Source: an optimization exercise on an open RTL-to-GDS flow (aim: small area, a short achievable clock period and few clock cycles). Production flows keep margins and buffers that such runs may drop.
Function was checked by simulation only, so behaviour that the tests miss may differ from the original.
Power figures rest on the tool's default switching activity, not on a simulated workload.

### design/flow/config.mk
export PLATFORM = sky130hd
export DESIGN_NAME = topmodule
export DESIGN_NICKNAME = topmodule
export VERILOG_FILES = /design/flow/design.v
export SDC_FILE = /design/flow/constraint.sdc
export NUM_CORES = 4
export LEC_CHECK = 0
export CAP_MARGIN = 20
export CORE_MARGIN = 2
export CORE_UTILIZATION = 40
export PLACE_DENSITY = 0.6
export SETUP_SLACK_MARGIN = 0.15
export SLEW_MARGIN = 20
export BUFFER_PORTS_ARGS = -buffer_cell sky130_fd_sc_hd__buf_2
### design/flow/constraint.sdc
create_clock -name core_clock -period 5.5 [get_ports {clk}]
set_input_delay 1.1000 -clock core_clock [delete_from_list [all_inputs] [get_ports {clk}]]
set_output_delay 1.1000 -clock core_clock [all_outputs]
set_load 0.01 [all_outputs]
### design/flow/design.v
`timescale 1ns / 1ps
module topmodule (
    input clk,
    input en,reset,
    output [31:0] imem_addr,
    input  [31:0] imem_rdata,
    output [31:0] dmem_addr,
    output [31:0] dmem_wdata,
    output dmem_we,
    input  [31:0] dmem_rdata,
    output halted
);
    reg [31:0] pc;
    reg [31:0] sp;
    reg        halt_r;
    reg [31:0] regi [1:15];
    reg        v2;           
    reg [31:0] a2;           
    reg [31:0] b2;           
    reg        ac2, as2;     
    reg        cin2;         
    reg [3:0]  f2;           
    reg [4:0]  w2;           
    reg        wen2;         
    reg        ld2, st2, push2, pop2, call2, ret2;
    reg        br2;          
    reg        pred2;        
    reg [2:0]  c2;           
    reg        retd2;        
    wire [32:0] sum33 = {a2, 1'b1} + {b2, cin2};
    wire [31:0] sum = sum33[32:1];
    reg [31:0] res;
    always @(*) begin
        case (f2)
            4'd0, 4'd1, 4'd9, 4'd10: res = sum;
            4'd2: res = a2 & b2;
            4'd3: res = a2 | b2;
            4'd4: res = a2 ^ b2;
            4'd5: res = ~a2;
            4'd6: res = b2[0] ? {a2[30:0], 1'b0} : a2;
            4'd7: res = b2[0] ? {a2[31], a2[31:1]} : a2;
            4'd8: res = b2[0] ? {1'b0, a2[31:1]} : a2;
            4'd11: res = a2;
            default: res = 32'd0;
        endcase
    end
    function [29:0] inc30(input [29:0] x);
        integer i;
        for (i = 0; i < 30; i = i + 1)
            inc30[i] = x[i] ^ (&(x | ~({30{1'b1}} >> (30 - i))));
    endfunction
    function [29:0] dec30(input [29:0] x);
        integer i;
        for (i = 0; i < 30; i = i + 1)
            dec30[i] = x[i] ^ ~(|(x & ({30{1'b1}} >> (30 - i))));
    endfunction
    wire [31:0] spp4 = {inc30(sp[31:2]), sp[1:0]};
    wire [31:0] spm4 = {dec30(sp[31:2]), sp[1:0]};
    wire        ldw   = ld2 | pop2;
    wire [31:0] wd2   = ldw ? dmem_rdata : res;
    wire        wr2   = v2 & wen2;
    reg taken2;
    always @(*) begin
        case (c2)
            3'd0: taken2 = a2[31];
            3'd1: taken2 = ~a2[31];
            default: taken2 = (a2 == 32'd0);
        endcase
    end
    wire        redirect = v2 & ((ret2 & ~retd2) | (br2 & (taken2 ^ pred2)));
    wire [31:0] sp_s = ~v2 ? sp : (push2 | call2) ? spm4 : (pop2 | ret2) ? spp4 : sp;
    wire [31:0] sp_d = (wr2 && w2 == 5'd16) ? wd2 : sp_s;
    wire [17:0] bhi   = b2[31:14];
    wire        ainc  = ac2 & ~as2;
    wire        adec  = ~ac2 & as2;
    reg  [17:0] aflip;
    integer k;
    always @(*) begin
        for (k = 0; k < 18; k = k + 1)
            aflip[k] = (ainc & (&(bhi | ~({18{1'b1}} >> (18 - k))))) |
                       (adec & ~(|(bhi & ({18{1'b1}} >> (18 - k)))));
    end
    wire [31:0] maddr = {bhi ^ aflip, b2[13:0]};
    assign dmem_addr  = (ld2 | st2) ? maddr : (push2 | call2) ? sp : spp4;
    assign dmem_wdata = call2 ? b2 : a2;
    assign dmem_we    = en & v2 & (st2 | push2 | call2);
    assign imem_addr  = pc;
    assign halted     = halt_r;
    wire [31:0] ir = imem_rdata;
    wire [3:0]  op = ir[31:28];
    wire is_alur = (op == 4'd0);
    wire is_alui = (op == 4'd1) || (op == 4'd8);
    wire is_mem  = (op == 4'd2);
    wire is_jmp  = (op == 4'd3);
    wire is_br   = (op == 4'd4);
    wire is_stk  = (op == 4'd5);
    wire is_call = (op == 4'd6);
    wire is_ret  = (op == 4'd7);
    wire is_halt = (op == 4'd9);
    function [31:0] rdraw(input [4:0] r);
        integer k;
        begin
            rdraw = 32'd0;
            for (k = 1; k < 16; k = k + 1)
                rdraw = rdraw | ({32{r == k}} & regi[k]);
        end
    endfunction
    function [31:0] rdreg(input [4:0] r, input [31:0] raw);
        if (r[4]) rdreg = sp_d;
        else if (wr2 && w2 == r && r != 5'd0) rdreg = wd2;
        else rdreg = raw;
    endfunction
    wire [31:0] ra_raw = rdraw(ir[27:23]);
    wire [31:0] rb_raw = rdraw(ir[22:18]);
    wire [31:0] ra = rdreg(ir[27:23], ra_raw);
    wire [31:0] rb = rdreg(ir[22:18], rb_raw);
    wire [4:0]  rbase = ir[27:23];
    wire [31:0] base  = rbase[4] ? sp : ra_raw;
    wire        fwd_a = (wr2 & (w2 == rbase)) | (rbase[4] & v2 & (push2 | pop2 | call2 | ret2));
    wire        hazard = is_mem & fwd_a;
    wire [31:0] imm   = {{18{ir[17]}}, ir[17:4]};
    wire [14:0] alo   = {1'b0, base[13:0]} + {1'b0, ir[17:4]};
    wire [31:0] addr1 = {base[31:14], alo[13:0]};
    wire [3:0]  f1    = (is_alur | is_alui) ? ir[3:0] : 4'd0;
    wire        use4  = (f1 == 4'd9) | (f1 == 4'd10);
    wire        sub1  = (f1 == 4'd1) | (f1 == 4'd10);
    wire [31:0] bsel  = use4 ? 32'd4 : is_alur ? rb : imm;
    wire [31:0] npc    = {inc30(pc[31:2]), pc[1:0]};
    wire [30:0] tj31   = {pc[31:2], 1'b1} + {{2{ir[27]}}, ir[27:0], 1'b1};
    wire [30:0] tb31   = {pc[31:2], 1'b1} + {{11{ir[22]}}, ir[22:4], 1'b1};
    wire [31:0] tgt_j  = {tj31[30:1], pc[1:0]};
    wire [31:0] tgt_b  = {tb31[30:1], pc[1:0]};
    wire [4:0]  w1   = is_alur ? ir[17:13] : is_stk ? ir[27:23] : ir[22:18];
    wire        wen1 = is_alur | is_alui | (is_mem & ~ir[0]) | (is_stk & ir[0]);
    wire        bdyn = (ir[2:0] == 3'd0) | (ir[2:0] == 3'd1) | (ir[2:0] == 3'd2);
    reg taken1;
    always @(*) begin
        case (ir[2:0])
            3'd7: taken1 = 1'b0;
            3'd0: taken1 = base[31];
            3'd1: taken1 = ~base[31];
            3'd2: taken1 = (base == 32'd0);
            default: taken1 = 1'b1;
        endcase
    end
    wire        bpred = is_br & bdyn & fwd_a;
    wire        pt1  = is_br & (bpred ? ir[22] : taken1);
    wire        rfast = is_ret & ~(ld2 | st2 | push2 | pop2 | call2 | ret2) & ~(wr2 & w2 == 5'd16);
    always @(posedge clk) begin
        if (reset) begin
            pc <= 32'd0;
            v2 <= 1'b0;
            halt_r <= 1'b0;
        end else if (en && !halt_r) begin
            if (redirect) pc <= ret2 ? dmem_rdata : b2;
            else if (hazard | is_halt) pc <= pc;
            else if (rfast) pc <= dmem_rdata;
            else if (is_jmp | is_call) pc <= tgt_j;
            else if (pt1) pc <= tgt_b;
            else pc <= npc;
            v2 <= ~redirect & ~is_halt & ~hazard;
            if (is_halt & ~redirect) halt_r <= 1'b1;
        end
    end
    always @(posedge clk) begin
        if (en) begin
            a2    <= (is_mem & ir[0]) ? rb : ra;
            b2    <= is_mem ? addr1 : (is_call | (bpred & ir[22])) ? npc : bpred ? tgt_b :
                     sub1 ? ~bsel : bsel;
            ac2   <= alo[14];
            as2   <= ir[17];
            br2   <= bpred;
            pred2 <= ir[22];
            c2    <= ir[2:0];
            cin2  <= sub1;
            f2    <= f1;
            w2    <= w1;
            wen2  <= wen1;
            ld2   <= is_mem & ~ir[0];
            st2   <= is_mem & ir[0];
            push2 <= is_stk & ~ir[0];
            pop2  <= is_stk & ir[0];
            call2 <= is_call;
            ret2  <= is_ret;
            retd2 <= rfast;
        end
    end
    always @(posedge clk) begin
        if (en && wr2 && w2[4] == 1'b0 && w2[3:0] != 4'd0) regi[w2[3:0]] <= wd2;
    end
    always @(posedge clk) begin
        if (reset) sp <= 32'd900;
        else if (en) sp <= sp_d;
    end
endmodule
### design/flow/flow/run.sh
#!/bin/bash
# Standard layout (the standard.sh, unchanged synthesis) with extra ORFS
# settings from flow/extra.mk appended to the config: the port buffers are
# plain buffers instead of the default delay-cell buffers.
set -euo pipefail
cat flow/extra.mk >> config.mk
bash standard.sh > standard.log 2>&1
### design/flow/flow/extra.mk
export BUFFER_PORTS_ARGS = -buffer_cell sky130_fd_sc_hd__buf_2
### design/flow/standard.sh
#!/bin/bash
# synth_recipe.tcl (not shown) runs the flow's synth.tcl, then flattens the netlist and writes it again
# the make line also repeats each setting of config.mk as NAME=value (left out here)
make -C /OpenROAD-flow-scripts/flow DESIGN_CONFIG=/design/flow/config.mk WORK_HOME=/design/flow/orfs CLKGATE_MAP_FILE= SYNTH_SCRIPT=/design/flow/synth_recipe.tcl "${@:-finish}"
==> summary.txt, run 1 <==
Placed Cells incl. Taps a little under 6,000; Detailed Route WL 221,000 um; clock skew 0.0423 ns; max-slew violations 0; M3 GR Usage 0.0948; crit path time final ~5.4 ns; internal power roughly 9.3 mW; Die X-Extent roughly 330 um; ys async rst share 0; max-cap viol count 0; Vias/cell between 6 and 7; Cell Rows about 120; post-detail-place hpwl around 160,000 um; Hold-fix buffers, CTS 0; syn_area_per_cell just under 10 sq um; nets ~4,900; vias in the first global route 38,538; Die Y roughly 330 um; drt wl/cell between 30 and 40 um; Iter 0 DRT Violations ~7,000; final setup TNS 0 ns; grt peak-use layer met2; Worst-path clk slew 0.06 ns; antenna-violating nets left 0; global-route wire length before repair 303,000 um; switch share 0.325; Crit-path slowest cell or4b_4; GR Util All Layers 0.397; via count about 42,000; Seq cells post-synth about 640; combinational power share 0.225; crit-path most repeated cell or3_4; gr ovfl total 0; Required @ worst endpoint 4.40 ns; Cell Count, Final, Fillers Out 6,085; sequential-to-total area share from yosys stat 0.436; initial antenna violation count 9; crit-path cells buf_12 -> inv_2 -> ha_2 -> or4b_4 -> nand2b_4 -> nor3_4 -> nand3_2 -> or3_4 -> or3_4 -> nor4_4 -> nand3_1 -> o21ai_1 -> xnor2_1 -> mux2i_1 -> buf_2; met1 GRT Util 0.505; Slew headroom 0.0645; Synth-to-Final Area Change 15.8%; H-tree depth 3; layout cells sized above 1 0.160; Port Buffers 164; net load switching power 4.49 mW; Worst setup EP type output pin; Num CTS Buffers 73; Clk Latency, worst-skew pair approximately 0.68 ns; core area 0.105 sq mm; CP max FO 4; CTS tree done; Syn Inst Count between 4,000 and 5,000; status timing/DRC/antenna clean; RSZ-0062 raised after global routing yes; Sink Count about 640; DRC 0; clock root buffer clkbuf_16; Leak between 15 and 20 nW; fillers 9,914; RD Place Congestion ~1.1; CP arrival approximately 4.3 ns; Yosys warning count 1; EDFF count, synth 569; Achievable Freq between 0.15 and 0.2 GHz; IO Pins roughly 170; Unique masters post-synth 107; Slew @ Worst Pin roughly 1.4 ns; Clock power frac 0.366; Cell Area, Synth roughly 0.042 sq mm; Final Total Pwr around 14 mW; Clock Tree Buf Depth 3; Net Count, Synth about 4,600; pwr dens 283 mW/mm^2; largest net degree at the start of global routing 77; final hold vios 0; Critical Path Max Stage Delay ~0.45 ns; crit start category flip-flop; top_reg_cell synth edfxtp_1; endpoints failing setup 0; Starting Density 0.402; Pre-antenna DRT Iters 11; worst vdd ir between 0.2 and 0.3 mV; CP Class flip-flop to output pin; Hold Path Class flip-flop to flip-flop; Final period util 0.983; final hold slack between 0.5 and 0.6 ns; Final Util 0.465; die area 0.108 sq mm; Reg power frac 0.409; met2 usage 0.606
==> stage by stage <==
stage | area [sq um] | setup slack (ns)
after floorplan | 42200 | 0.711
after global placement | 46300 | -0.0784
after detailed placement | 46300 | -0.0694
after CTS | 48800 | 0.216
after global routing | 48800 | 0.0219
final | 48900 | 0.0925
==> layout by cell type (no fill, tap or decap), types with 131 or more instances in the layout <==
cell type  instances
edfxtp_1         569
nand2_1          416
a22oi_1          361
nor2_1           314
buf_4            305
o21ai_0          240
a21oi_1          238
buf_2            162
ha_1             152
inv_1            131
==> worst paths after layout <==
check	slack, ns	cells after the start	start	to
hold reg to reg	0.60	2	sp[4]	sp[4]
setup reg to reg	0.51	15	b2[9]	b2[19]
hold / removal	0.60	2	sp[4]	sp[4]
setup / recovery	0.09	15	ac2	dmem_addr[31]
==> cell usage after synthesis (52+ instances only) <==
library cell  count  area (sq um)
a21oi_1         239          1200
a221oi_1         60           526
a22oi_1         361          2710
and3_1           67           419
buf_2            60           300
clkbuf_1        198           743
dfxtp_1          66          1320
edfxtp_1        569         17100
ha_1            153          1910
inv_1           132           495
mux2i_1         101          1010
nand2_1         416          1560
nand3_1         109           546
nand4_1          62           388
nor2_1          348          1310
nor3_1           72           360
o211ai_1         52           390
o21ai_0         251          1260
xnor2_1         115          1010
xor2_1           66           578
==> worst max-delay path, delay by kind of cell (launching register included) <==
kind	cells	cell delay (ns)
AO/OA/AOI/OAI	1	0.10
XOR/XNOR	1	0.08
adder cells (fa/ha/maj)	1	0.16
buffers and inverters	3	0.44
flip-flops	1	0.42
multiplexers	1	0.34
AND/OR/NAND/NOR	8	2.12
==> kinds of logic (layout without fill, tap and decap cells) <==
kind of cell	Yosys count	after routing	share of synthesized area
AOI/OAI and AO/OA	1491	1491	0.249
xor gates and xnor gates	181	181	0.0376
adders and majority gates	157	157	0.0473
buffers and inverters	434	750	0.0433
DFF	635	635	0.436
muxes	128	128	0.0312
other	0	8	0
and+or+nand+nor	1344	1344	0.156
==> what timing repair did <==
action	CTS	global route
pin swaps	0	5
gates resized for setup	5	8
setup endpoints to repair	5	5
setup buffers	1	1
endpoints found under the hold margin	0	0
==> state kept, by name, summed over array words and instances, names as in the netlist, 3 cells and up <==
signal / cells
regi: 480
a2: 32
b2: 32
pc: 32
sp: 32
w2: 5
f2: 4
c2: 3
==> layer usage <==
metal  vias to the layer above  share of wire
li1                      17523              -
met4                         8          0.078
met5                         -        0.00021
met2                      3287           0.43
met3                       786           0.12
met1                     20343           0.37
==> power by group through the flow <==
| stage | logic (mW) | clock network, mW | registers [mW] |
|---|---|---|---|
| 6_report | 3.11 | 5.06 | 5.66 |
| 5_1_grt | 3.24 | 5.25 | 5.66 |
| 4_1_cts | 2.98 | 5.08 | 5.65 |
| 3_5_place_dp | 2.96 | 0 | 5.75 |
| 3_3_place_gp | 2.97 | 0 | 5.75 |
| 2_1_floorplan | 1.67 | 0 | 5.63 |
==> cell type report <==
class / count / area, sq um / share of cell area
Antenna cell: 8 / 20.0 / 0.000410
Timing Repair Buffer: 481 / 3370 / 0.0690
Inverter: 135 / 507 / 0.0104
Clock inverter: 47 / 549 / 0.0112
Tap cell: 1391 / 1740 / 0.0356
Clock buffer: 87 / 1910 / 0.0391
Sequential cell: 635 / 18400 / 0.377
Multi-Input combinational cell: 3301 / 22300 / 0.457
Testbench counts, summed over its fixed seeds: cycles 73,073.
==> run 2: changes to the inputs <==
--- a/design/flow/design.v
+++ b/design/flow/design.v
@@ -71,15 +71,15 @@
     wire [31:0] sp_s = ~v2 ? sp : (push2 | call2) ? spm4 : (pop2 | ret2) ? spp4 : sp;
     wire [31:0] sp_d = (wr2 && w2 == 5'd16) ? wd2 : sp_s;
-    wire [17:0] bhi   = b2[31:14];
+    wire [7:0]  bhi   = b2[31:24];
     wire        ainc  = ac2 & ~as2;
     wire        adec  = ~ac2 & as2;
-    reg  [17:0] aflip;
+    reg  [7:0]  aflip;
     integer k;
     always @(*) begin
-        for (k = 0; k < 18; k = k + 1)
-            aflip[k] = (ainc & (&(bhi | ~({18{1'b1}} >> (18 - k))))) |
-                       (adec & ~(|(bhi & ({18{1'b1}} >> (18 - k)))));
+        for (k = 0; k < 8; k = k + 1)
+            aflip[k] = (ainc & (&(bhi | ~({8{1'b1}} >> (8 - k))))) |
+                       (adec & ~(|(bhi & ({8{1'b1}} >> (8 - k)))));
     end
-    wire [31:0] maddr = {bhi ^ aflip, b2[13:0]};
+    wire [31:0] maddr = {bhi ^ aflip, b2[23:0]};
     assign dmem_addr  = (ld2 | st2) ? maddr : (push2 | call2) ? sp : spp4;
     assign dmem_wdata = call2 ? b2 : a2;
@@ -120,6 +120,6 @@
     wire        hazard = is_mem & fwd_a;
     wire [31:0] imm   = {{18{ir[17]}}, ir[17:4]};
-    wire [14:0] alo   = {1'b0, base[13:0]} + {1'b0, ir[17:4]};
-    wire [31:0] addr1 = {base[31:14], alo[13:0]};
+    wire [24:0] alo   = {1'b0, base[23:0]} + {1'b0, imm[23:0]};
+    wire [31:0] addr1 = {base[31:24], alo[23:0]};
     wire [3:0]  f1    = (is_alur | is_alui) ? ir[3:0] : 4'd0;
     wire        use4  = (f1 == 4'd9) | (f1 == 4'd10);
@@ -168,5 +168,5 @@
             b2    <= is_mem ? addr1 : (is_call | (bpred & ir[22])) ? npc : bpred ? tgt_b :
                      sub1 ? ~bsel : bsel;
-            ac2   <= alo[14];
+            ac2   <= alo[24];
             as2   <= ir[17];
             br2   <= bpred;
==> run 2 against run 1 <==
Clock-buffer cell count did not move. Largest power group unchanged. Sequential power about the same. Clock skew fell by 0.013 ns. Critical path depth up 1. Register-to-register slack lost 0.26 ns. Critical path type is now flip-flop to flip-flop. Non-clock buffer count increased by 83. Die area fell by 1.6%. Highest routed layer unchanged.
==> summary.txt, run 2 <==
RD Place Congestion approximately 1.1; IO Pins ~170; EDFF count, synth 569; sequential-to-total area share from yosys stat 0.443; Final Total Pwr roughly 14 mW; endpoints failing setup 0; DRC 0; syn_area_per_cell roughly 9.6 sq um; switch share 0.327; internal power between 9 and 10 mW; via count ~42,000; post-detail-place hpwl roughly 160,000 um; crit-path cells inv_1 -> ha_1 -> a211oi_1 -> o21ai_0 -> a31oi_1 -> buf_4 -> xnor2_1 -> a211oi_1 -> o21ai_1 -> buf_4 -> o22ai_1 -> mux2_2 -> a21oi_1 -> xnor2_1 -> o21ai_0 -> a221o_1; Worst setup EP type flip-flop; pwr dens approximately 290 mW/mm^2; CP max FO 18; Seq cells post-synth 635; CTS tree done; layout cells sized above 1 0.164; CP arrival 5.66 ns; Die Y 326 um; ys async rst share 0; vias in the first global route 38,732; initial antenna violation count 13; setup repair bufs after CTS 0; clock root buffer clkbuf_16; Net Count, Synth ~4,600; Sink Count approximately 640; Syn Inst Count around 4,300; Detailed Route WL about 220,000 um; nets between 4,000 and 5,000; largest net degree at the start of global routing 70; Slew headroom 0.257; Largest delay share family, worst path compound AO/OA/AOI/OAI gates; global-route wire length before repair 301,000 um; die area 0.106 sq mm; Starting Density 0.402; CP Class flip-flop to flip-flop; met2 usage 0.593; commonest cells in the netlist 569 x edfxtp_1, 379 x nand2_1, 336 x nor2_1; max reg flops 480; final hold slack 0.557 ns; most common cell in the netlist edfxtp_1; Crit-path slowest cell o22ai_1; Worst-path clk slew about 0.06 ns; Leak 18.3 nW; max-cap viol count 0; RSZ-0062 raised after global routing yes; fin area 0.0489 sq mm; M3 GR Usage 0.110; dominant cell type by area after synthesis edfxtp_1; combinational power share 0.232; Cell Rows around 120; Die X-Extent 326 um; FF-to-FF setup slack 0.25 ns; clock skew between 0.02 and 0.03 ns; Required @ worst endpoint roughly 5.9 ns; Vias/cell between 6 and 7; GR Util All Layers 0.396; Yosys warning count 1; grt peak-use layer met2; Pre-antenna DRT Iters 10; Final period util 0.955; max-slew violations 0; crit path time final around 5.3 ns; top_reg_cell synth edfxtp_1; placed instance area approximately 0.046 sq mm; crit start category flip-flop; worst vdd ir 0.278 mV; gr ovfl total 0; highest-count cells in the layout ignoring fill and taps 569 x edfxtp_1, 387 x buf_4, 378 x nand2_1; Bufs and invs on worst path 3; Cell Count, Final, Fillers Out 6,100; antenna-violating nets left 0; met1 GRT Util 0.502; final setup TNS 0 ns; Cell Area, Synth between 0.04 and 0.05 sq mm; Hold Path Class flip-flop to flip-flop; Achievable Freq 0.190 GHz; Slew @ Worst Pin roughly 1.1 ns; Clock power frac 0.363; core area 0.103 sq mm; most common cell after layout, fill and taps aside edfxtp_1; Final WS setup between 0.2 and 0.25 ns; Port Buffers between 150 and 200; Critical Path Max Stage Delay roughly 0.7 ns; net load switching power roughly 4.6 mW; Placed Cells incl. Taps 5,956; final hold vios 0; H-tree depth 3; Unique masters post-synth 86; setup slack at placement -0.300 ns; Clk Latency, worst-skew pair approximately 0.67 ns; status timing/DRC/antenna clean; Clock Tree Buf Depth 3; Final Util 0.473; Synth top area share 0.412; synth top area cells edfxtp_1 41%, a22oi_1 5.1%, ha_1 4.9%; Reg power frac 0.405; Synth-to-Final Area Change 17.7%; Num CTS Buffers 73; Iter 0 DRT Violations ~7,800; drt wl/cell ~36 um
## run 2: power groups by stage
stage	Combinational [mW]	Sequential (mW)	Clock (mW)
after detailed placement	3.08	5.74	0
after global placement	3.07	5.74	0
after floorplan	1.71	5.64	0
after CTS	3.09	5.63	5.07
after global routing	3.38	5.64	5.27
final	3.23	5.65	5.07
## run 2: final timing paths
path	start	endpoint	cells past startpoint
worst max-delay path	a2[0]	b2[6]	16
worst min-delay path	sp[3]	sp[3]	2
worst max register to register	a2[0]	b2[6]	16
worst min register to register	sp[3]	sp[3]	2
## run 2: cells by family (layout without fill, tap and decap cells)
| family | after synthesis | count (layout) | share of synthesized area |
|---|---|---|---|
| AOI/OAI and AO/OA | 1504 | 1504 | 0.252 |
| xor gates and xnor gates | 182 | 182 | 0.0384 |
| adders and majority gates | 167 | 167 | 0.0511 |
| buffers and inverters | 445 | 838 | 0.0409 |
| DFF | 635 | 635 | 0.443 |
| muxes | 108 | 108 | 0.0265 |
| other | 0 | 9 | 0 |
| and+or+nand+nor | 1277 | 1277 | 0.148 |
## run 2: layer usage
layer | wire length (um) | share of wire
met5 | 89 | 0.00041
met1 | 80600 | 0.37
met3 | 27400 | 0.13
met2 | 92500 | 0.42
met4 | 17600 | 0.081
## run 2: timing repair
action / 4_1_cts / 5_1_grt
endpoints found under the hold margin: 0 / 0
hold buffers: 0 / 0
resized for setup: 0 / 13
endpoints found under the setup margin: 0 / 8
## run 2: tightest hold or removal path, cell delays in order, from the launching register on
cell and delay [ns]:
dfxtp_1 0.36, nor2_1 0.10, a211oi_1 0.05
## run 2: area by class of cell
cell class	count	area, sq um
fill	9699	54400
multi-input combinational	3238	21700
sequential	635	18400
timing repair buffer	564	3990
clock buffer	87	1910
tap	1380	1730
clock inverter	48	533
inverter	139	522
antenna	9	22.5
Testbench counts of run 2, summed over its fixed seeds: cycles 73,073.
==> run 3: changes to the inputs <==
--- a/design/flow/config.mk
+++ b/design/flow/config.mk
@@ -10,5 +10,5 @@
 export CORE_UTILIZATION = 40
 export PLACE_DENSITY = 0.6
-export SETUP_SLACK_MARGIN = 0.15
+export SETUP_SLACK_MARGIN = 0.3
 export SLEW_MARGIN = 20
 export BUFFER_PORTS_ARGS = -buffer_cell sky130_fd_sc_hd__buf_2
==> run 3 against run 2 <==
Synthesized cell count unchanged. Still clean. Clock power about the same. Largest power group unchanged. Wire length up 0.67%. First-iteration DRC count down 3.0%. Critical endpoint is now b2[30]. Global-route usage up 0.26 points. Non-clock buffer count up 40. Critical path depth unchanged. Via count about the same. Clock-buffer cell count up 3.
==> summary.txt, run 3 <==
Final period util 0.940; CP Class flip-flop to flip-flop; largest net degree at the start of global routing 66; CTS tree done; Worst setup EP type flip-flop; Critical Path Max Stage Delay 0.90 ns; Required @ worst endpoint just under 6 ns; pwr dens 284 mW/mm^2; Seq cells post-synth between 600 and 700; Pre-antenna DRT Iters 13; Largest delay share family, worst path compound AO/OA/AOI/OAI gates; most common cell in the netlist edfxtp_1; antenna-violating nets left 0; Vias/cell slightly below 7; Placed Cells incl. Taps ~6,000; Cell Count, Final, Fillers Out around 6,000; Synth-to-Final Area Change 18.9%; nets slightly below 5,000; drt wl/cell roughly 36 um; placed instance area around 0.047 sq mm; crit start category flip-flop; Synth top area share 0.412; synth top area cells edfxtp_1 41%, a22oi_1 5.1%, ha_1 4.9%; Bufs and invs on worst path 3; endpoints failing setup 0; Yosys warning count 1; DRC 0; EDFF count, synth between 500 and 600; dominant cell type by area after synthesis edfxtp_1; Worst-path clk slew around 0.050 ns; Crit-path slowest cell edfxtp_1; clock root buffer clkbuf_16; commonest cells in the netlist 569 x edfxtp_1, 379 x nand2_1, 336 x nor2_1; final hold slack approximately 0.56 ns; Net Count, Synth about 4,600; initial antenna violation count 10; Unique masters post-synth between 80 and 90; Hold Path Class flip-flop to flip-flop; final setup TNS 0 ns; fin area around 0.05 sq mm; syn_area_per_cell around 9.6 sq um; Clock Tree Buf Depth 3; layout cells sized above 1 0.172; clock skew approximately 0.045 ns; IO Pins about 170; CP arrival between 5 and 6 ns; via count approximately 42,000; max reg flops between 400 and 500; fillers 9,797; Detailed Route WL approximately 220,000 um; global-route wire length before repair 303,000 um; max-slew violations 0; Achievable Freq 0.193 GHz; final hold vios 0; H-tree depth 3; RSZ-0062 raised after global routing yes; post-detail-place hpwl 164,000 um; crit-path most repeated cell o21ai_0; status timing/DRC/antenna clean; sequential-to-total area share from yosys stat 0.443; gr ovfl total 0; highest-count cells in the layout ignoring fill and taps 569 x edfxtp_1, 420 x buf_4, 378 x nand2_1; worst vdd ir 0.322 mV; vias in the first global route between 30,000 and 40,000; Slew @ Worst Pin between 1 and 1.5 ns; Starting Density 0.402; Iter 0 DRT Violations ~7,600; Syn Inst Count 4,318; top_reg_cell synth edfxtp_1; Slew headroom 0.224; Cell Area, Synth about 0.042 sq mm; Num CTS Buffers 75; crit-path cells inv_1 -> ha_1 -> a21oi_1 -> o21ai_0 -> nor3_1 -> o311ai_1 -> o21ai_0 -> o21ai_0 -> xor2_1 -> a221o_1 -> o32ai_1 -> buf_4 -> mux2i_1 -> mux2i_1 -> buf_4 -> o31ai_1; Die X-Extent about 330 um; CP max FO 5; Leak 18.6 nW; Final Util 0.478; Port Buffers between 150 and 200; max-cap viol count 0; GR Util All Layers 0.398; ys async rst share 0; crit path time final between 5 and 6 ns; Die Y approximately 330 um; most common cell after layout, fill and taps aside edfxtp_1; core area 0.103 sq mm; die area between 0.1 and 0.15 sq mm; Cell Rows ~120; RD Place Congestion 1.07; Sink Count between 600 and 700; Clk Latency, worst-skew pair roughly 0.68 ns
==> run 3: cell types whose count changed in the layout (fill, tap and decap cells not counted), sizes merged <==
cell	delta
buf	+40
clkinv	+12
clkbuf	+3
inv	-5
diode	+1
clkinvlp	-8
==> run 3: worst paths after layout <==
kind                from     end  slack (ns)  cells past startpoint
setup / recovery  b2[15]  b2[30]        0.33                     16
hold / removal    sp[31]  sp[31]        0.56                      2
setup reg to reg  b2[15]  b2[30]        0.33                     16
hold reg to reg   sp[31]  sp[31]        0.56                      2
==> run 3: cells by family after synthesis <==
| kind of cell | count (synthesis) | share of synthesized area |
|---|---|---|
| AO/OA/AOI/OAI | 1504 | 0.252 |
| AND/OR/NAND/NOR | 1277 | 0.148 |
| flip-flops | 635 | 0.443 |
| buffers and inverters | 445 | 0.0409 |
| XOR/XNOR | 182 | 0.0384 |
| adder cells (fa/ha/maj) | 167 | 0.0511 |
| multiplexers | 108 | 0.0265 |
==> run 3: timing repair <==
action / in CTS / in global routing
gates resized for setup: 2 / 16
hold buffers: 0 / 0
endpoints found under the setup margin: 3 / 14
pin swaps: 1 / 2
buffers inserted: 1 / 3
==> run 3: power breakdown <==
part	total [mW]	switching, mW	internal, mW
Combinational	3.27	2.15	1.12
Clock	5.10	2.19	2.91
Sequential	5.64	0.211	5.43
Total	14.0	4.55	9.47
==> run 3: stage by stage <==
step | worst slack, ns | power [mW]
after floorplan | 0.304 | 7.35
after global placement | -0.264 | 8.85
after detailed placement | -0.255 | 8.85
after CTS | 0.325 | 13.9
after global routing | 0.265 | 14.4
final | 0.328 | 14.0
==> run 3: area by class of cell <==
cell class                 instances  area (sq um)  share of cell area
multi-input combinational       3238         21800               0.441
sequential                       635         18400               0.373
timing repair buffer             604          4390              0.0890
clock buffer                      90          1960              0.0398
tap                             1380          1730              0.0350
clock inverter                    47           531              0.0108
inverter                         139           522              0.0106
antenna                           10          25.0            0.000507
==> run 3: per-layer routing <==
layer	share of wire	up-vias	track usage
met5	0.00016	-	0
met4	0.077	6	0.254
met3	0.13	761	0.0976
met2	0.42	3447	0.594
met1	0.37	20272	0.517
li1	-	17600	-
==> run 3: worst reg2reg max path, delay by kind of cell (launching register included) <==
family	cells	cell delay [ns]
AO/OA/AOI/OAI	8	2.48
multiplexers	2	0.27
XOR/XNOR	1	0.20
flip-flops	1	0.90
adder cells (fa/ha/maj)	1	0.33
buffers and inverters	3	0.52
AND/OR/NAND/NOR	1	0.30
==> run 4: changes to the inputs <==
--- a/design/flow/design.v
+++ b/design/flow/design.v
@@ -127,8 +127,8 @@
     wire [31:0] bsel  = use4 ? 32'd4 : is_alur ? rb : imm;
     wire [31:0] npc    = {inc30(pc[31:2]), pc[1:0]};
-    wire [30:0] tj31   = {pc[31:2], 1'b1} + {{2{ir[27]}}, ir[27:0], 1'b1};
-    wire [30:0] tb31   = {pc[31:2], 1'b1} + {{11{ir[22]}}, ir[22:4], 1'b1};
-    wire [31:0] tgt_j  = {tj31[30:1], pc[1:0]};
-    wire [31:0] tgt_b  = {tb31[30:1], pc[1:0]};
+    wire [29:0] offs   = is_br ? {{11{ir[22]}}, ir[22:4]} : {{2{ir[27]}}, ir[27:0]};
+    wire [30:0] t31    = {pc[31:2], 1'b1} + {offs, 1'b1};
+    wire [31:0] tgt_j  = {t31[30:1], pc[1:0]};
+    wire [31:0] tgt_b  = tgt_j;
     wire [4:0]  w1   = is_alur ? ir[17:13] : is_stk ? ir[27:23] : ir[22:18];
     wire        wen1 = is_alur | is_alui | (is_mem & ~ir[0]) | (is_stk & ir[0]);
==> design/flow/flow/run.sh (replaced) <==
#!/bin/bash
# Standard layout (the standard.sh, unchanged synthesis) with extra ORFS
# settings from flow/extra.mk appended to the config: plain buffers on the
# ports instead of the default delay-cell buffers, and no dummy loads in the
# clock tree.
set -euo pipefail
cat flow/extra.mk >> config.mk
bash standard.sh > standard.log 2>&1
==> design/flow/flow/extra.mk (replaced) <==
export BUFFER_PORTS_ARGS = -buffer_cell sky130_fd_sc_hd__buf_2
export CTS_ARGS = -sink_clustering_enable -repair_clock_nets -dont_use_dummy_load
--- a/design/flow/config.mk
+++ b/design/flow/config.mk
@@ -10,5 +10,6 @@
 export CORE_UTILIZATION = 40
 export PLACE_DENSITY = 0.6
-export SETUP_SLACK_MARGIN = 0.3
+export SETUP_SLACK_MARGIN = 0.15
 export SLEW_MARGIN = 20
 export BUFFER_PORTS_ARGS = -buffer_cell sky130_fd_sc_hd__buf_2
+export CTS_ARGS = -sink_clustering_enable -repair_clock_nets -dont_use_dummy_load
==> run 4 against run 3 <==
Flip-flop and latch count is the same. First-iteration DRC count down 4.9%. Final cell count is 7.4% lower. Die area down 3.0%. Area after synthesis is 3.1% lower. Largest cell class unchanged. Largest power group unchanged.
==> summary.txt, run 4 <==
clock skew 0.0662 ns; Synth top area share 0.425; RSZ-0062 raised after global routing no; Final period util 0.941; ys async rst share 0; Achievable Freq a little under 0.2 GHz; largest net degree at the start of global routing 65; Iter 0 DRT Violations 7,215; CP arrival around 5.5 ns; endpoints failing setup 0; die area approximately 0.10 sq mm; Critical Path Max Stage Delay between 0.5 and 0.6 ns; Hold Crit Depth 2; CTS tree done; Slew headroom 0.123; Num CTS Buffers 74; crit-path cells inv_1 -> ha_1 -> a211o_1 -> o211ai_1 -> a22oi_1 -> buf_4 -> a31o_2 -> a21o_1 -> o31ai_1 -> o21ai_0 -> o31ai_2 -> o21ai_0 -> mux2i_1 -> mux2i_1 -> o21ai_0 -> buf_4; EDFF count, synth ~570; Cell Count, Final, Fillers Out approximately 5,700; CP Class flip-flop to flip-flop; hold path start halt_r; CP max FO 7; synth top area cells edfxtp_1 42%, a22oi_1 5.7%, ha_1 4.2%; Final WS setup roughly 0.32 ns; syn_area_per_cell approximately 9.8 sq um; Slew @ Worst Pin ~1.3 ns; layout cells sized above 1 0.162; final hold slack between 0.5 and 0.6 ns; Die X-Extent 321 um; highest-count cells in the layout ignoring fill and taps 569 x edfxtp_1, 397 x nand2_1, 344 x buf_4; Starting Density 0.403; setup slack at placement -0.288 ns; nets ~4,600; Hold-fix buffers, CTS 0; drt wl/cell roughly 36 um; Final Total Pwr about 13 mW; Pre-antenna DRT Iters 17; top_reg_cell synth edfxtp_1; Leak between 15 and 20 nW; antenna-violating nets left 0; Required @ worst endpoint a little under 6 ns; max reg flops 480; max-slew violations 0; Worst-path clk slew ~0.060 ns; initial antenna violation count 5; Clk Latency, worst-skew pair approximately 0.65 ns; worst vdd ir approximately 0.21 mV; Placed Cells incl. Taps approximately 5,600; core area ~0.10 sq mm; Worst setup EP type flip-flop; status timing/DRC/antenna clean; Yosys warning count 1; pwr dens approximately 270 mW/mm^2; Detailed Route WL roughly 200,000 um; via count 39,761; worst reg2reg endpoint b2[26]; Die Y 321 um; vias in the first global route 36,436; FF-to-FF setup slack between 0.3 and 0.4 ns; sequential-to-total area share from yosys stat 0.457; Hold Path Class flip-flop to flip-flop; Unique masters post-synth 86; Cell Area, Synth 0.0402 sq mm; Reg-to-Reg Start a2[0]; hold path endpoint halt_r; crit start category flip-flop; gr ovfl total 0; GR Util All Layers 0.382; Clock Tree Buf Depth 3; Net Count, Synth between 4,000 and 5,000; Syn Inst Count between 4,000 and 5,000; Crit-path slowest cell mux2i_1; RD Place Congestion around 1.1; most common cell after layout, fill and taps aside edfxtp_1; Seq cells post-synth roughly 640; crit-path most repeated cell o21ai_0; Cell Rows about 120; Synth-to-Final Area Change 15.5%; final hold vios 0; commonest cells in the netlist 569 x edfxtp_1, 398 x nand2_1, 307 x a22oi_1; Vias/cell approximately 7; post-detail-place hpwl 151,000 um; IO Pins 165; max-cap viol count 0; crit path time final ~5.2 ns; global-route wire length before repair 281,000 um; dominant cell type by area after synthesis edfxtp_1; H-tree depth 3; Sink Count about 640; FF-to-FF path depth 16; clock root buffer clkbuf_16; DRC 0; most common cell in the netlist edfxtp_1; final setup TNS 0 ns; Port Buffers roughly 160
## run 4: area by class of cell
class	count	area, sq um
fillers	9455	53400
multi-input cells	3030	20400
flip-flops and latches	635	18400
repair buffers	521	3680
clock buffers	74	1850
well taps	1298	1620
inverters	125	469
diodes	6	15.0
## run 4: cells by family (layout without fill, tap and decap cells)
family	after synthesis	count (layout)	share of synthesized area
AND/OR/NAND/NOR	1214	1214	0.144
buffers and inverters	434	720	0.0435
multiplexers	122	122	0.0308
adder cells (fa/ha/maj)	138	138	0.0435
flip-flops	635	635	0.457
other	0	6	0
AO/OA/AOI/OAI	1402	1402	0.246
XOR/XNOR	154	154	0.0339
## run 4: report_power, final
part           total [mW]  switching (mW)  internal [mW]
Clock                4.22            1.87           2.35
Sequential           5.62           0.196           5.43
Combinational        2.89            1.92          0.970
## run 4: worst max-delay path by stage
| stage | end | startpoint | slack [ns] | cells past startpoint |
|---|---|---|---|---|
| floorplan | b2[21] | imem_rdata[24] | 0.15 | 21 |
| global placement | b2[20] | imem_rdata[23] | -0.17 | 22 |
| detailed placement | b2[20] | imem_rdata[24] | -0.29 | 22 |
| CTS | b2[20] | imem_rdata[23] | 0.30 | 22 |
| global route | b2[22] | imem_rdata[23] | 0.12 | 25 |
| finish | b2[26] | a2[0] | 0.32 | 16 |
## run 4: what timing repair did
item	in CTS	in global routing
gates resized for setup	0	6
setup buffers	0	1
endpoints found under the setup margin	0	5
## run 4: stage by stage
stage                     utilization  instance area (sq um)
final                           0.465                  46500
after global routing            0.465                  46500
after CTS                       0.465                  46400
after detailed placement        0.446                  44600
after global placement          0.446                  44500
after floorplan                     -                  40300
## run 4: critical path: cells and delay by family, from the launching register on
kind / cells / cell delay, ns
adder cells (fa/ha/maj): 1 / 0.35
flip-flops: 1 / 0.55
multiplexers: 2 / 0.83
AO/OA/AOI/OAI: 10 / 2.68
buffers and inverters: 3 / 0.50
## run 4: metal layers
layer | GRT usage | up-vias | part of all wire
li1 | - | 16500 | -
met1 | 0.498 | 19141 | 0.38
met5 | 0 | - | 0.00015
met2 | 0.570 | 3338 | 0.42
met4 | 0.255 | 4 | 0.081
met3 | 0.0824 | 778 | 0.12
Testbench counts of run 4, summed over its fixed seeds: cycles 73,073.
==> run 5: changes to the inputs <==
--- a/design/flow/config.mk
+++ b/design/flow/config.mk
@@ -8,6 +8,6 @@
 export CAP_MARGIN = 20
 export CORE_MARGIN = 2
-export CORE_UTILIZATION = 40
-export PLACE_DENSITY = 0.6
+export CORE_UTILIZATION = 50
+export PLACE_DENSITY = 0.7
 export SETUP_SLACK_MARGIN = 0.15
 export SLEW_MARGIN = 20
==> run 5 against run 4 <==
Hold slack worse by 0.013 ns. Register-to-register slack got worse by 0.03 ns. Clock skew increased by 0.028 ns. Sequential power is essentially flat. Clock power shrank 3%. Non-clock buffer count grew 4. Area after synthesis unchanged. Flip-flop and latch count did not move. Synthesized cell count is the same. Via count increased by 1.6%. Still clean on timing, DRC and antenna. Highest routed layer unchanged. Total power down 1.3%. Critical endpoint unchanged.
==> summary.txt, run 5 <==
status timing/DRC/antenna clean; Crit-path slowest cell o31ai_2; global-route wire length before repair ~270,000 um; crit-path most repeated cell o21ai_0; pwr dens about 270 mW/mm^2; Seq cells post-synth roughly 640; Clock power frac 0.324; H-tree depth 3; final hold slack approximately 0.53 ns; sequential-to-total area share from yosys stat 0.457; crit path time final 5.20 ns; Synth-to-Final Area Change 14.5%; Num CTS Buffers just over 70; Net Count, Synth around 4,300; clock root buffer clkbuf_16; Achievable Freq between 0.15 and 0.2 GHz; Critical Path Max Stage Delay 0.53 ns; Synth top area share 0.425; syn_area_per_cell around 9.8 sq um; combinational power share 0.229; Cell Rows about 100; Slew @ Worst Pin 1.17 ns; max reg flops 480; Final Util 0.575; drt wl/cell ~36 um; Sink Count ~640; RD Place Congestion between 1 and 1.5; Die Y around 290 um; layout cells sized above 1 0.161; net load switching power roughly 3.9 mW; Port Buffers between 150 and 200; Final period util 0.946; CP max FO 5; post-detail-place hpwl between 100,000 and 150,000 um; Vias/cell roughly 7.4; commonest cells in the netlist 569 x edfxtp_1, 398 x nand2_1, 307 x a22oi_1; post-CTS sizing 0; FF-to-FF path depth 16; top_reg_cell synth edfxtp_1; Starting Density 0.502; Worst setup EP type flip-flop; Leak 17.2 nW; largest net degree at the start of global routing 65; worst vdd ir 0.397 mV; gr ovfl total 0; DRC 0; internal power 8.65 mW; Hold Crit Depth 2; endpoints failing setup 0; switch share 0.312; die area about 0.083 sq mm; crit start category flip-flop; CP Class flip-flop to flip-flop; fillers roughly 7,100; IO Pins around 170; EDFF count, synth between 500 and 600; FF-to-FF setup slack slightly below 0.3 ns; Unique masters post-synth between 80 and 90; Reg power frac 0.446; max-cap viol count 0; Iter 0 DRT Violations between 8,000 and 9,000; Setup crit end b2[26]; Pre-antenna DRT Iters 10; CTS tree done; nets around 4,600; Hold Path Class flip-flop to flip-flop; via count between 40,000 and 50,000; Die X-Extent 288 um; setup repair bufs after CTS 0; worst reg2reg endpoint b2[26]; initial antenna violation count 10; Syn Inst Count just over 4,000; clock skew between 0.09 and 0.1 ns; CP arrival 5.56 ns; Required @ worst endpoint around 6 ns; core area 0.0802 sq mm; most common cell in the netlist edfxtp_1; Worst-path clk slew approximately 0.05 ns; ys async rst share 0; max-slew violations 0; Slew headroom 0.219; Reg-to-Reg Start a2[0]; dominant cell type by area after synthesis edfxtp_1; RSZ-0062 raised after global routing no; final setup TNS 0 ns; GR Util All Layers 0.456; vias in the first global route 36,741; highest-count cells in the layout ignoring fill and taps 569 x edfxtp_1, 397 x nand2_1, 353 x buf_4; most common cell after layout, fill and taps aside edfxtp_1; Hold-fix buffers, CTS 0; Clock Tree Buf Depth 3; synth top area cells edfxtp_1 42%, a22oi_1 5.7%, ha_1 4.2%; final hold vios 0; Yosys warning count 1; Worst setup startpoint a2[0]; antenna-violating nets left 0; Cell Area, Synth ~0.040 sq mm; placed instance area between 0.04 and 0.05 sq mm; Clk Latency, worst-skew pair about 0.66 ns; fin area 0.0461 sq mm; Detailed Route WL a little under 200,000 um; crit-path cells buf_4 -> inv_1 -> ha_1 -> a211o_1 -> o211ai_1 -> a22oi_1 -> a31o_2 -> a21o_1 -> o31ai_1 -> o21ai_0 -> o31ai_2 -> o21ai_0 -> mux2i_2 -> mux2i_1 -> o21ai_0 -> buf_4
==> run 5: worst min-delay path by stage <==
stage | from | endpoint | slack [ns]
after CTS | halt_r | halt_r | 0.53
after detailed placement | halt_r | halt_r | 0.51
after global routing | halt_r | halt_r | 0.54
after floorplan | sp[27] | sp[27] | 0.51
final | halt_r | halt_r | 0.53
after global placement | halt_r | halt_r | 0.52
==> run 5: per-layer routing <==
| layer | vias to the layer above | track usage | part of all wire |
|---|---|---|---|
| li1 | 16501 | - | - |
| met1 | 19170 | 0.581 | 0.35 |
| met2 | 3782 | 0.676 | 0.42 |
| met3 | 943 | 0.125 | 0.14 |
| met4 | 8 | 0.308 | 0.086 |
| met5 | - | 0 | 0.00026 |
==> run 5: metrics by stage <==
step,total power [mW],setup WS (ns),cells
after floorplan,7.14,0.150,4099
after global placement,8.41,-0.177,5375
after detailed placement,8.42,-0.266,5375
after CTS,12.4,0.309,5446
after global routing,12.9,0.146,5449
final,12.6,0.297,5451
==> run 5: cells by family after synthesis <==
logic type,synth area share
XOR/XNOR,0.0339
AO/OA/AOI/OAI,0.246
buffers and inverters,0.0435
flip-flops,0.457
AND/OR/NAND/NOR,0.144
adder cells (fa/ha/maj),0.0435
multiplexers,0.0308
==> run 5: area by class of cell <==
type | instances | area, sq um | area share
multi-input cells | 3030 | 20400 | 0.443
flip-flops and latches | 635 | 18400 | 0.400
repair buffers | 525 | 3650 | 0.0792
clock buffers | 71 | 1780 | 0.0386
well taps | 1060 | 1330 | 0.0288
inverters | 125 | 469 | 0.0102
diodes | 5 | 12.5 | 0.000272
==> run 5: critical path, delay by kind of cell (launching register included) <==
kind / cells / cell delay, ns
flip-flops: 1 / 0.43
buffers and inverters: 3 / 0.53
AO/OA/AOI/OAI: 10 / 2.93
adder cells (fa/ha/maj): 1 / 0.29
multiplexers: 2 / 0.74
==> run 5: power by group through the flow <==
stage               Clock, mW  Combinational, mW  Sequential, mW
CTS                      4.07               2.73            5.60
detailed placement          0               2.72            5.70
global route             4.25               2.99            5.61
global placement            0               2.72            5.69
floorplan                   0               1.52            5.62
finish                   4.08               2.88            5.61
==> run 6: changes to the inputs <==
==> design/flow/config.mk (replaced) <==
export PLATFORM = sky130hd
export DESIGN_NAME = topmodule
export DESIGN_NICKNAME = topmodule
export VERILOG_FILES = /design/flow/design.v
export SDC_FILE = /design/flow/constraint.sdc
export NUM_CORES = 4
export LEC_CHECK = 0
export CAP_MARGIN = 0
export CORE_MARGIN = 2
export CORE_UTILIZATION = 40
export PLACE_DENSITY = 0.6
export SETUP_SLACK_MARGIN = 0.15
export SLEW_MARGIN = 0
export BUFFER_PORTS_ARGS = -buffer_cell sky130_fd_sc_hd__buf_2
export CTS_ARGS = -sink_clustering_enable -repair_clock_nets -dont_use_dummy_load
==> run 6 against run 5 <==
Global-route usage fell by 7.4 points. Highest routed layer unchanged. Worst setup slack improved by 0.063 ns. Combinational power barely moved. Wire length rose by 4.7%. Critical path type is now input pin to flip-flop. Clock skew fell by 0.035 ns. Core utilization fell by 11 points. Largest cell class unchanged.
==> summary.txt, run 6 <==
pwr dens roughly 270 mW/mm^2; Slew headroom 0.161; largest net degree at the start of global routing between 60 and 70; top_reg_cell synth edfxtp_1; Synth-to-Final Area Change 15.4%; Port Buffers between 150 and 200; combinational power share 0.227; Hold Path Class flip-flop to flip-flop; Cell Area, Synth between 0.04 and 0.05 sq mm; max reg flops 480; status timing/DRC/antenna clean; final hold vios 0; Seq cells post-synth between 600 and 700; Required @ worst endpoint slightly below 6 ns; most common cell after layout, fill and taps aside edfxtp_1; Placed Cells incl. Taps 5,607; multi-input logic area roughly 0.020 sq mm; fin area 0.0464 sq mm; net load switching power between 3 and 4 mW; Die Y between 300 and 400 um; Worst setup startpoint imem_rdata[23]; Num CTS Buffers 74; Reg-to-Reg Start a2[0]; Vias/cell ~7; global-route wire length before repair ~280,000 um; Cell Count, Final, Fillers Out between 5,000 and 6,000; placed instance area 0.0445 sq mm; die area 0.103 sq mm; nets approximately 4,600; Achievable Freq between 0.15 and 0.2 GHz; CP arrival between 5 and 6 ns; Syn Inst Count 4,099; Worst-path clk slew roughly 0.060 ns; crit path time final just over 5 ns; max-cap viol count 0; clock skew between 0.05 and 0.06 ns; Final period util 0.934; GR Util All Layers 0.382; layout cells sized above 1 0.161; core area approximately 0.1 sq mm; post-detail-place hpwl roughly 150,000 um; H-tree depth 3; sequential-to-total area share from yosys stat 0.457; endpoints failing setup 0; worst vdd ir approximately 0.18 mV; Clock Tree Buf Depth 3; final setup TNS 0 ns; antenna-violating nets left 0; internal power between 8 and 9 mW; IO Pins between 150 and 200; Clock power frac 0.332; Clk Latency, worst-skew pair between 0.6 and 0.7 ns; Synth top area share 0.425; fillers between 9,000 and 10,000; synth top area cells edfxtp_1 42%, a22oi_1 5.7%, ha_1 4.2%; Worst setup EP type flip-flop; switch share 0.313; Detailed Route WL a little over 200,000 um; Final Util 0.465; Yosys warning count 1; Sink Count 635; RD Place Congestion 1.06; vias in the first global route between 30,000 and 40,000; syn_area_per_cell roughly 10 sq um; CTS tree done; clock root buffer clkbuf_16; ys async rst share 0; initial antenna violation count 5; hold path start halt_r; drt wl/cell 35.7 um; Final Total Pwr ~13 mW; CP max FO 10; dominant cell type by area after synthesis edfxtp_1; Unique masters post-synth 86; Leak between 15 and 20 nW; Hold-fix buffers, CTS 0; Cell Rows roughly 120; Slew @ Worst Pin roughly 1.3 ns; gr ovfl total 0; register area between 0.015 and 0.02 sq mm; Die X-Extent approximately 320 um; most common cell in the netlist edfxtp_1; highest-count cells in the layout ignoring fill and taps 569 x edfxtp_1, 397 x nand2_1, 344 x buf_4; via count between 30,000 and 40,000; commonest cells in the netlist 569 x edfxtp_1, 398 x nand2_1, 307 x a22oi_1; CP Class input pin to flip-flop; EDFF count, synth 569; Pre-antenna DRT Iters 13; Reg power frac 0.441; Iter 0 DRT Violations 7,577; crit start category input pin; Starting Density 0.403; DRC 0; Net Count, Synth 4,304; max-slew violations 0; RSZ-0062 raised after global routing no
==> run 6: cell counts after synthesis <==
Identical to the previous run, type by type.
==> run 6: critical path: stages <==
cell and delay (ns):
buf_2 0.19, buf_4 0.16, nor3b_4 0.05, and2_2 0.30
buf_4 0.21, a222oi_1 0.34, and3_1 0.23, nand4_1 0.24
a21o_1 0.23, ha_1 0.18, nor3_1 0.30, nand2_1 0.11
or4b_1 0.47, o211ai_1 0.14, o31ai_1 0.13, or4_1 0.43
and2_1 0.19, xnor2_1 0.12, a221o_1 0.35, nor2_1 0.13
==> run 6: through the flow <==
step	hold WS, ns	setup WS, ns
floorplan	0.507	0.150
global placement	0.517	-0.175
detailed placement	0.522	-0.206
CTS	0.537	0.402
global route	0.575	0.0927
finish	0.532	0.360
==> run 6: cell type report <==
class                      count  area share
multi-input combinational   3030       0.440
antenna                        4    0.000216
clock buffer                  74      0.0399
sequential                   635       0.396
inverter                     125      0.0101
timing repair buffer         520      0.0786
tap                         1298      0.0350
==> run 6: routing by layer <==
layer	wire length, um	vias up	GRT usage
met5	23	-	0
met1	76200	19165	0.498
met3	24500	805	0.0819
met4	16600	4	0.256
li1	-	16508	-
met2	85800	3314	0.569
==> run 6: worst paths after layout <==
check / endpoint / slack [ns] / cells past startpoint
max: b2[21] / 0.36 / 20
max reg2reg: b2[26] / 0.37 / 16
min: halt_r / 0.53 / 2
min reg2reg: halt_r / 0.53 / 2
==> run 6: cells by family after synthesis <==
logic type / synth area share
AO/OA/AOI/OAI: 0.246
XOR/XNOR: 0.0339
adder cells (fa/ha/maj): 0.0435
buffers and inverters: 0.0435
flip-flops: 0.457
multiplexers: 0.0308
AND/OR/NAND/NOR: 0.144
==> run 6: repair_timing <==
item / in CTS / in global routing
hold endpoints to repair: 0 / 0
resized for setup: 0 / 4
endpoints found under the setup margin: 0 / 5
buffers inserted: 0 / 1
==> run 6: power groups by stage <==
stage	clock network (mW)	registers, mW	logic [mW]
4_1_cts	4.24	5.61	2.77
3_5_place_dp	0	5.71	2.75
2_1_floorplan	0	5.62	1.52
3_3_place_gp	0	5.71	2.75
6_report	4.23	5.62	2.89
5_1_grt	4.42	5.62	3.01
==> run 7: changes to the inputs <==
--- a/design/flow/design.v
+++ b/design/flow/design.v
@@ -30,18 +30,27 @@
     wire [32:0] sum33 = {a2, 1'b1} + {b2, cin2};
     wire [31:0] sum = sum33[32:1];
-    reg [31:0] res;
+    reg  [3:0]  lut2;        
     always @(*) begin
         case (f2)
-            4'd0, 4'd1, 4'd9, 4'd10: res = sum;
-            4'd2: res = a2 & b2;
-            4'd3: res = a2 | b2;
-            4'd4: res = a2 ^ b2;
-            4'd5: res = ~a2;
-            4'd6: res = b2[0] ? {a2[30:0], 1'b0} : a2;
-            4'd7: res = b2[0] ? {a2[31], a2[31:1]} : a2;
-            4'd8: res = b2[0] ? {1'b0, a2[31:1]} : a2;
-            4'd11: res = a2;
-            default: res = 32'd0;
+            4'd2: lut2 = 4'b1000;
+            4'd3: lut2 = 4'b1110;
+            4'd4: lut2 = 4'b0110;
+            4'd5: lut2 = 4'b0011;
+            4'd6, 4'd7, 4'd8, 4'd11: lut2 = 4'b1100;
+            default: lut2 = 4'b0000;
         endcase
+    end
+    wire        arith = (f2 == 4'd0) | (f2 == 4'd1) | (f2 == 4'd9) | (f2 == 4'd10);
+    wire        shl   = (f2 == 4'd6) & b2[0];
+    wire        shr   = ((f2 == 4'd7) | (f2 == 4'd8)) & b2[0];
+    wire        fill  = (f2 == 4'd7) & a2[31];
+    reg  [31:0] res;
+    integer j;
+    always @(*) begin
+        for (j = 0; j < 32; j = j + 1)
+            res[j] = arith ? sum[j] :
+                     shl ? ((j == 0) ? 1'b0 : a2[(j + 31) % 32]) :
+                     shr ? ((j == 31) ? fill : a2[(j + 1) % 32]) :
+                     lut2[{a2[j], b2[j]}];
     end
     function [29:0] inc30(input [29:0] x);
--- a/design/flow/config.mk
+++ b/design/flow/config.mk
@@ -6,10 +6,10 @@
 export NUM_CORES = 4
 export LEC_CHECK = 0
-export CAP_MARGIN = 0
+export CAP_MARGIN = 20
 export CORE_MARGIN = 2
 export CORE_UTILIZATION = 40
 export PLACE_DENSITY = 0.6
 export SETUP_SLACK_MARGIN = 0.15
-export SLEW_MARGIN = 0
+export SLEW_MARGIN = 20
 export BUFFER_PORTS_ARGS = -buffer_cell sky130_fd_sc_hd__buf_2
 export CTS_ARGS = -sink_clustering_enable -repair_clock_nets -dont_use_dummy_load
==> run 7 against run 6 <==
Flip-flop and latch count grew 4. Clock skew grew 0.034 ns. Clock-buffer cell count down 2. Critical path depth down 6. Die area up 0.30%. Final cell count barely moved. Critical path type is now flip-flop to flip-flop. Still clean. Wire length increased by 0.89%. Largest cell class unchanged. Global-route usage rose by 0.14 points. Combinational power is 7% higher. Worst setup slack got worse by 0.21 ns.
==> summary.txt, run 7 <==
gr ovfl total 0; hold path endpoint sp[29]; post-CTS sizing 0; Hold Path Class flip-flop to flip-flop; Iter 0 DRT Violations around 7,400; grt peak-use layer met2; worst vdd ir between 0.2 and 0.3 mV; core area about 0.10 sq mm; FF-to-FF path depth 14; placed instance area 0.0451 sq mm; Vias/cell approximately 7.0; Clk Latency, worst-skew pair between 0.6 and 0.7 ns; top_reg_cell synth edfxtp_1; endpoints failing setup 0; layout cells sized above 1 0.187; Crit-path slowest cell o21ai_0; max-cap viol count 0; vias in the first global route about 36,000; CP Class flip-flop to flip-flop; Achievable Freq approximately 0.19 GHz; RD Place Congestion ~1.0; synth top area cells edfxtp_1 42%, a22oi_1 6.7%, dfxtp_1 3.5%; dominant cell type by area after synthesis edfxtp_1; Reg-to-Reg Start a2[0]; CTS tree done; crit start category flip-flop; Die Y between 300 and 400 um; via count just under 40,000; clock skew 0.0937 ns; nets between 4,000 and 5,000; Die X-Extent ~320 um; Slew headroom 0.220; clock root buffer clkbuf_16; worst reg2reg endpoint b2[11]; sequential-to-total area share from yosys stat 0.458; pwr dens approximately 270 mW/mm^2; max-slew violations 0; Largest delay share family, worst path compound AO/OA/AOI/OAI gates; Yosys warning count 1; Final period util 0.973; commonest cells in the netlist 569 x edfxtp_1, 358 x a22oi_1, 354 x nand2_1, 354 x nor2_1, 247 x a21oi_1; GR Util All Layers 0.383; Sink Count approximately 640; crit path time final between 5 and 6 ns; Port Buffers ~160; Seq cells post-synth ~640; highest-count cells in the layout ignoring fill and taps 569 x edfxtp_1, 395 x buf_4, 358 x a22oi_1; Num CTS Buffers between 70 and 80; syn_area_per_cell 9.97 sq um; Leak approximately 18 nW; final hold vios 0; met2 usage 0.566; most common cell in the netlist edfxtp_1; Final Util 0.469; CP max FO 18; final setup TNS 0 ns; max reg flops 480; IO Pins around 170; Required @ worst endpoint between 5 and 6 ns; Pre-antenna DRT Iters 14; post-detail-place hpwl 148,000 um; crit-path most repeated cell o21ai_0; Worst-path clk slew roughly 0.060 ns; global-route wire length before repair ~280,000 um; Hold Crit Depth 2; Synth-to-Final Area Change 16.2%; Clock Tree Buf Depth 3; Worst setup EP type flip-flop; largest net degree at the start of global routing 57; Unique masters post-synth 95; Critical Path Max Stage Delay approximately 0.58 ns; FF-to-FF setup slack between 0.1 and 0.15 ns; H-tree depth 3; Net Count, Synth about 4,200; Synth top area share 0.423; EDFF count, synth approximately 570; die area slightly above 0.1 sq mm; Hold-fix buffers, CTS 0; hold path start sp[29]; antenna-violating nets left 0; Detailed Route WL 205,000 um; Syn Inst Count 4,050; status timing/DRC/antenna clean; DRC 0; setup repair bufs after CTS 0; ys async rst share 0; Cell Rows approximately 120; crit-path cells fa_1 -> a211oi_1 -> o21ai_0 -> a221o_1 -> a31oi_1 -> xnor2_1 -> a21oi_1 -> o21ai_1 -> buf_4 -> o21ai_0 -> mux2i_1 -> nor2_1 -> a21oi_1 -> o21ai_0; M3 GR Usage 0.110; drt wl/cell 36.0 um; Starting Density 0.404; met1 GRT Util 0.493; Bufs and invs on worst path 1; fillers between 9,000 and 10,000; initial antenna violation count 14; Cell Area, Synth about 0.04 sq mm; RSZ-0062 raised after global routing no; CP arrival ~5.7 ns; Slew @ Worst Pin between 1 and 1.5 ns; fin area about 0.047 sq mm; most common cell after layout, fill and taps aside edfxtp_1
run 7: cell types whose count changed in the layout (fill, tap and decap cells not counted), sizes merged, moves of 55 or more:
cell / previous run / this run
a22o: 90 / 23
inv: 120 / 49
a21oi: 195 / 250
buf: 520 / 575
nor2: 288 / 354
a221oi: 99 / 28
run 7: metal layers:
metal	vias up	routed length (um)
met2	3384	85600
met3	777	27100
met4	14	15700
li1	16417	-
met1	19010	76300
met5	-	101
run 7: tightest hold or removal path, delay by kind of cell (launching register included):
kind / cells / cell delay (ns)
DFF: 1 / 0.40
and+or+nand+nor: 1 / 0.11
AOI/OAI and AO/OA: 1 / 0.06
run 7: worst max-delay path by stage:
stage / startpoint / endpoint / slack, ns / cells past startpoint
after floorplan: imem_rdata[30] / b2[30] / 0.38 / 20
after global placement: imem_rdata[23] / b2[22] / 0.04 / 23
after detailed placement: imem_rdata[23] / pc[21] / -0.02 / 16
after CTS: a2[0] / b2[29] / 0.48 / 14
after global routing: imem_rdata[23] / b2[22] / 0.22 / 23
final: a2[0] / b2[11] / 0.15 / 14
run 7: cell type report:
type,count,area (sq um),share of cell area
timing repair buffer,575,4120,0.0879
tap,1298,1620,0.0346
clock buffer,72,1800,0.0384
antenna,6,15.0,0.000320
inverter,51,191,0.00408
multi-input combinational,3046,20600,0.440
sequential,639,18500,0.394
run 7: through the flow:
step | setup WS [ns] | hold WS, ns | instances | total power, mW
2_1_floorplan | 0.379 | 0.510 | 4050 | 7.24
3_3_place_gp | 0.0446 | 0.577 | 5609 | 8.70
3_5_place_dp | -0.0232 | 0.586 | 5609 | 8.69
4_1_cts | 0.484 | 0.595 | 5681 | 12.8
5_1_grt | 0.225 | 0.614 | 5682 | 13.2
6_report | 0.148 | 0.617 | 5687 | 12.9
run 7: logic make-up (layout without fill, tap and decap cells):
logic type / Yosys count / after routing / share of synthesized area
flip-flops: 639 / 639 / 0.458
other: 0 / 6 / 0
AND/OR/NAND/NOR: 1302 / 1302 / 0.157
multiplexers: 195 / 195 / 0.0601
adder cells (fa/ha/maj): 105 / 105 / 0.0331
AO/OA/AOI/OAI: 1280 / 1280 / 0.219
buffers and inverters: 365 / 698 / 0.0376
XOR/XNOR: 164 / 164 / 0.0356
run 7: report_power, final:
group / internal (mW) / switching (mW)
registers: 5.47 / 0.190
logic: 1.09 / 2.00
clock network: 2.29 / 1.85
total: 8.84 / 4.05
Testbench counts of run 7, summed over its fixed seeds: cycles 73,073.

==> static timing again, ports no longer ideal <==
Ports are ideal in the flow. The routed layouts listed here were re-timed in OpenROAD.
Step 1 sets driving cells, clkbuf_16 on the clock port and buf_2 on the other inputs (assumed; they add their load-dependent delay and slew).
Step 2 adds t to the input delays and takes it off the output delays; t is the mean of the earliest and latest rising clock arrival at the registers after step 1. Input paths then give back, and output paths get back, about the clock's delay inside the block.
Three values: ideal, step 1, step 2; two values: the first two.
run	shift t [ns]	setup slack, ns	pins driven straight from the clock port
run 1	0.725	0.093 / 0.020 / -0.200	1
run 2	0.732	0.246 / 0.206 / -0.301	1
run 3	0.730	0.328 / 0.328 / -0.250	1
run 4	0.696	0.323 / 0.323 / -0.324	1
run 5	0.683	0.297 / 0.267 / -0.416	1
run 6	0.703	0.360 / 0.295 / -0.407	1
run 7	0.680	0.148 / 0.148 / -0.304	1
Met with ideal ports but missed after step 2: setup timing in every run listed. The setup slack of run 6, which loses most, moves by -0.065 ns with the drivers and by -0.767 ns with both steps.
